This is an optimization exercise on Yosys and OpenROAD, whose aim is small area and a short achievable clock period, not a production implementation.
Function was checked by simulation only, so behaviour that the tests miss may differ from the original.
No activity file was given, so power comes from the tool's default toggle rates.

==> garnet: inputs <==
==> flow/design.v <==
module slifo_v2 (clk, rst_n, wr, rd, lifo_empty, lifo_full, low_th, high_th,
                 lifo_low_th, lifo_high_th, lifo_ov, lifo_ud, lifo_valid,
                 data_in, data_out);
  input         clk;
  input         rst_n;
  input         wr;
  input         rd;
  input  [5:0]  low_th;
  input  [5:0]  high_th;
  input  [31:0] data_in;
  output reg [31:0] data_out;
  output reg    lifo_empty;
  output        lifo_full;
  output        lifo_low_th;
  output        lifo_high_th;
  output reg    lifo_ov;
  output reg    lifo_ud;
  output reg    lifo_valid;
  reg  [5:0]  cnt;      
  reg  [5:0]  ncnt;     
  reg  [5:0]  cntp1;    
  reg  [31:0] sel;      
  reg  [31:0] mem [0:31];
  assign lifo_full = cnt[5];
  wire pw   = wr & ~rd;               
  wire push = pw & ~cnt[5];
  wire pop  = rd & ~wr & ~lifo_empty;
  wire fwd  = wr & rd;
  wire [5:0] cnt_inc = cnt + 6'd1;
  wire [5:0] cnt_dec = cnt - 6'd1;
  wire [5:0] cnt_inc2 = cnt + 6'd2;
  always @(posedge clk) begin
    if (~rst_n) begin
      cnt        <= 6'd0;
      lifo_empty <= 1'b1;
      sel        <= 32'h8000_0000;
    end else if (push) begin
      cnt        <= cnt_inc;
      lifo_empty <= 1'b0;
      sel        <= {sel[30:0], sel[31]};
    end else if (pop) begin
      cnt        <= cnt_dec;
      lifo_empty <= (cnt == 6'd1);
      sel        <= {sel[0], sel[31:1]};
    end
  end
  always @(posedge clk) begin
    if (~rst_n) begin
      ncnt  <= 6'h3f;
      cntp1 <= 6'd1;
    end else begin
      ncnt  <= push ? ~cnt_inc : pop ? ~cnt_dec : ~cnt;
      cntp1 <= push ? cnt_inc2 : pop ? cnt : cnt_inc;
    end
  end
  genvar g;
  generate
    for (g = 0; g < 32; g = g + 1) begin : g_word
      wire we;
      if (g == 0) begin : g_w0
        assign we = pw & sel[31] & ~cnt[5];
      end else begin : g_wn
        assign we = pw & sel[g - 1];
      end
      always @(posedge clk)
        if (we)
          mem[g] <= data_in;
    end
  endgenerate
  wire [31:0] grp [0:10];
  generate
    for (g = 0; g < 10; g = g + 1) begin : g_grp
      slifo_aoi3 u_aoi (.a(mem[3*g]), .b(mem[3*g+1]), .c(mem[3*g+2]),
                        .sa(sel[3*g]), .sb(sel[3*g+1]), .sc(sel[3*g+2]), .y(grp[g]));
    end
  endgenerate
  slifo_aoi2 u_aoi_last (.a(mem[30]), .b(mem[31]),
                         .sa(sel[30]), .sb(sel[31]), .y(grp[10]));
  wire [31:0] rdata = ~(grp[0] & grp[1] & grp[2] & grp[3] & grp[4] & grp[5] &
                        grp[6] & grp[7] & grp[8] & grp[9] & grp[10]);
  always @(posedge clk) begin
    data_out   <= fwd ? data_in : rdata;
    lifo_valid <= pop | fwd;
  end
  always @(posedge clk) begin
    if (~rst_n)                 lifo_ov <= 1'b0;
    else if (rd)                lifo_ov <= 1'b0;
    else if (wr & lifo_full)    lifo_ov <= 1'b1;
  end
  always @(posedge clk) begin
    if (~rst_n)                 lifo_ud <= 1'b0;
    else if (wr)                lifo_ud <= 1'b0;
    else if (rd & lifo_empty)   lifo_ud <= 1'b1;
  end
  slifo_cla6 #(.CIN(1)) u_low  (.pa(~low_th), .pb(cntp1), .co(lifo_low_th));
  slifo_cla6 #(.CIN(1)) u_high (.pa(ncnt), .pb(high_th), .co(lifo_high_th));
endmodule
module slifo_aoi3 (a, b, c, sa, sb, sc, y);
  input  [31:0] a, b, c;
  input         sa, sb, sc;
  output [31:0] y;
  assign y = ~((a & {32{sa}}) | (b & {32{sb}}) | (c & {32{sc}}));
endmodule
module slifo_aoi2 (a, b, sa, sb, y);
  input  [31:0] a, b;
  input         sa, sb;
  output [31:0] y;
  assign y = ~((a & {32{sa}}) | (b & {32{sb}}));
endmodule
module slifo_cla6 (pa, pb, co);
  parameter CIN = 0;
  input  [5:0] pa, pb;
  output       co;
  wire [5:0] g, p;
  genvar i;
  generate
    for (i = 0; i < 6; i = i + 1) begin : g_bit
      slifo_nor2  u_g (.a(pa[i]), .b(pb[i]), .y(g[i]));
      slifo_nand2 u_p (.a(pa[i]), .b(pb[i]), .y(p[i]));
    end
  endgenerate
  wire c1 = CIN ? p[0] : g[0];
  wire ng10, ng32, ng54, np54, np5432;
  slifo_aoi21 u_g10 (.a1(p[1]), .a2(c1),   .b(g[1]), .y(ng10));
  slifo_aoi21 u_g32 (.a1(p[3]), .a2(g[2]), .b(g[3]), .y(ng32));
  slifo_aoi21 u_g54 (.a1(p[5]), .a2(g[4]), .b(g[5]), .y(ng54));
  slifo_nand2 u_p54 (.a(p[5]), .b(p[4]), .y(np54));
  slifo_nand4 u_p52 (.a(p[5]), .b(p[4]), .c(p[3]), .d(p[2]), .y(np5432));
  slifo_o221ai u_co (.a1(np54), .a2(ng32), .b1(np5432), .b2(ng10), .c(ng54), .y(co));
endmodule
module slifo_nand2 (a, b, y);
  input a, b; output y;
  assign y = ~(a & b);
endmodule
module slifo_nor2 (a, b, y);
  input a, b; output y;
  assign y = ~(a | b);
endmodule
module slifo_nand4 (a, b, c, d, y);
  input a, b, c, d; output y;
  assign y = ~(a & b & c & d);
endmodule
module slifo_aoi21 (a1, a2, b, y);
  input a1, a2, b; output y;
  assign y = ~((a1 & a2) | b);
endmodule
module slifo_o221ai (a1, a2, b1, b2, c, y);
  input a1, a2, b1, b2, c; output y;
  assign y = ~((a1 | a2) & (b1 | b2) & c);
endmodule
==> flow/flow/run.sh <==
#!/bin/bash
# The standard layout (the standard.sh, all steps) with two changes read
# from env.sh: the port buffers are buf_1 cells, and clock tree synthesis adds
# no dummy loads. ORFS writes each step's full log under orfs/logs/; the make
# output goes to standard.log.
set -euo pipefail
here=$(cd "$(dirname "${BASH_SOURCE[0]}")" && pwd)
source "$here/env.sh"
bash standard.sh > standard.log 2>&1
==> flow/flow/env.sh <==
export BUFFER_PORTS_ARGS="-buffer_cell sky130_fd_sc_hd__buf_1"
export CTS_ARGS="-sink_clustering_enable -repair_clock_nets -sink_clustering_size 26 -sink_clustering_max_diameter 100 -dont_use_dummy_load"
==> flow/standard.sh <==
#!/bin/bash
# synth_recipe.tcl (not shown) runs the flow's synth.tcl, then flattens the netlist and writes it again
# the make line also repeats each setting of config.mk as NAME=value (left out here)
make -C /OpenROAD-flow-scripts/flow DESIGN_CONFIG=/design/flow/config.mk WORK_HOME=/design/flow/orfs CLKGATE_MAP_FILE= SYNTH_SCRIPT=/design/flow/synth_recipe.tcl "${@:-finish}"
==> flow/config.mk <==
export PLATFORM = sky130hd
export DESIGN_NAME = slifo_v2
export DESIGN_NICKNAME = slifo_v2
export VERILOG_FILES = /design/flow/design.v
export SDC_FILE = /design/flow/constraint.sdc
export NUM_CORES = 4
export LEC_CHECK = 0
export CAP_MARGIN = 20
export CORE_MARGIN = 2
export CORE_UTILIZATION = 65
export CTS_CLUSTER_DIAMETER = 100
export CTS_CLUSTER_SIZE = 26
export PLACE_DENSITY = 0.78
export SETUP_SLACK_MARGIN = 1.35
export SLEW_MARGIN = 20
export SYNTH_HIERARCHICAL = 1
==> flow/constraint.sdc <==
create_clock -name core_clock -period 3.7 [get_ports {clk}]
set_input_delay 0.7400 -clock core_clock [delete_from_list [all_inputs] [get_ports {clk}]]
set_output_delay 0.7400 -clock core_clock [all_outputs]
set_load 0.01 [all_outputs]
==> inputs of nickel, as changes to garnet <==
==> flow/design.v, changed modules only <==
module slifo_v2 (clk, rst_n, wr, rd, lifo_empty, lifo_full, low_th, high_th,
                 lifo_low_th, lifo_high_th, lifo_ov, lifo_ud, lifo_valid,
                 data_in, data_out);
  input         clk;
  input         rst_n;
  input         wr;
  input         rd;
  input  [5:0]  low_th;
  input  [5:0]  high_th;
  input  [31:0] data_in;
  output reg [31:0] data_out;
  output reg    lifo_empty;
  output        lifo_full;
  output        lifo_low_th;
  output        lifo_high_th;
  output reg    lifo_ov;
  output reg    lifo_ud;
  output reg    lifo_valid;
  reg  [5:0]  cnt;      
  reg  [3:0]  tlo;      
  reg  [7:0]  thi;      
  reg  [31:0] mem [0:31];
  assign lifo_full = cnt[5];
  wire push = wr & ~rd & ~cnt[5];
  wire pop  = rd & ~wr & ~lifo_empty;
  wire fwd  = wr & rd;
  wire [5:0] cnt_nx = push ? cnt + 6'd1 : pop ? cnt - 6'd1 : cnt;
  always @(posedge clk) begin
    if (~rst_n) begin
      cnt        <= 6'd0;
      lifo_empty <= 1'b1;
      tlo        <= 4'b1000;
      thi        <= 8'b1000_0000;
    end else begin
      cnt        <= cnt_nx;
      lifo_empty <= (cnt_nx == 6'd0);
      if (push) begin
        tlo <= {tlo[2:0], tlo[3]};
        if (tlo[3]) thi <= {thi[6:0], thi[7]};
      end else if (pop) begin
        tlo <= {tlo[0], tlo[3:1]};
        if (tlo[0]) thi <= {thi[0], thi[7:1]};
      end
    end
  end
  wire [31:0] sel;
  genvar g;
  generate
    for (g = 0; g < 32; g = g + 1) begin : g_word
      assign sel[g] = tlo[g % 4] & thi[g / 4];
      always @(posedge clk)
        if (push & sel[(g + 31) % 32])
          mem[g] <= data_in;
    end
  endgenerate
  reg [31:0] rdata;
  integer k;
  always @(*) begin
    rdata = 32'd0;
    for (k = 0; k < 32; k = k + 1)
      rdata = rdata | (mem[k] & {32{sel[k]}});
  end
  always @(posedge clk) begin
    data_out   <= fwd ? data_in : rdata;
    lifo_valid <= pop | fwd;
  end
  always @(posedge clk) begin
    if (~rst_n)                 lifo_ov <= 1'b0;
    else if (rd)                lifo_ov <= 1'b0;
    else if (wr & lifo_full)    lifo_ov <= 1'b1;
  end
  always @(posedge clk) begin
    if (~rst_n)                 lifo_ud <= 1'b0;
    else if (wr)                lifo_ud <= 1'b0;
    else if (rd & lifo_empty)   lifo_ud <= 1'b1;
  end
  function lt6;
    input [5:0] c;
    input [5:0] x;
    reg [5:0] gt, eq;
    reg gh, eh, gl;
    begin
      gt = x & ~c;
      eq = ~(x ^ c);
      gh = gt[5] | (eq[5] & gt[4]) | (eq[5] & eq[4] & gt[3]);
      eh = eq[5] & eq[4] & eq[3];
      gl = gt[2] | (eq[2] & gt[1]) | (eq[2] & eq[1] & gt[0]);
      lt6 = gh | (eh & gl);
    end
  endfunction
  assign lifo_low_th  = lt6(cnt, low_th);
  assign lifo_high_th = ~lt6(cnt, high_th);
endmodule
// module slifo_aoi3 removed
// module slifo_aoi2 removed
// module slifo_cla6 removed
// module slifo_nand2 removed
// module slifo_nor2 removed
// module slifo_nand4 removed
// module slifo_aoi21 removed
// module slifo_o221ai removed
==> flow/run.sh (new file) <==
#!/bin/bash
# synth_recipe.tcl (not shown) runs the flow's synth.tcl, then flattens the netlist and writes it again
# the make line also repeats each setting of config.mk as NAME=value (left out here)
make -C /OpenROAD-flow-scripts/flow DESIGN_CONFIG=/design/flow/config.mk WORK_HOME=/design/flow/orfs CLKGATE_MAP_FILE= SYNTH_SCRIPT=/design/flow/synth_recipe.tcl finish
Settings changed: CORE_UTILIZATION 65 to 55, CTS_CLUSTER_DIAMETER 100 to not set, CTS_CLUSTER_SIZE 26 to not set, PLACE_DENSITY 0.78 to not set, SETUP_SLACK_MARGIN 1.35 to 1.4, SYNTH_HIERARCHICAL 1 to not set.
removed: flow/flow/run.sh
removed: flow/flow/env.sh
removed: flow/standard.sh
==> notes <==
- In garnet the sequential share of layout area is higher than in nickel, by 9.6 points.
- Of garnet and nickel, garnet has the higher flip-flop and latch count (gap 31).
- Global-route usage: garnet is lower than nickel (8.3 points).
- In garnet the utilization is higher than in nickel, by 3.8 points.
- In nickel the final area is higher than in garnet, by about 12%.
- Against nickel, the register-to-register slack of garnet is better by 40 ps.
- Between nickel and garnet, the lower power is in garnet (gap about 25%, measured against garnet).
- Of garnet and nickel, nickel has the higher clock-buffer cell count (gap 97).

## afterwards: timing with drivers on the ports
The results above use ideal ports. As a check the final layouts listed here were re-extracted and re-timed, cells and wires unchanged. Step 1 sets driving cells, clkbuf_16 on the clock port and buf_2 on the other inputs (assumed; they add their load-dependent delay and slew). Step 2, shift: input delay + t, output delay - t, t = (earliest + latest rising clock arrival at the registers) / 2. This alone moves slack from input paths to output paths. Slacks: ideal ports / drivers / drivers and shift; pairs: ideal ports / drivers.
run | t (ns) | setup WS [ns] | worst setup path after step 2
garnet | 0.670 | 1.330 / 1.345 / 0.695 | input to register
nickel | 0.738 | 0.836 / 0.768 / 0.765 | input to register
After both steps setup and hold are still met in every run listed. The setup slack of garnet, which loses most, moves by +0.015 ns with the drivers and by -0.635 ns with both steps.
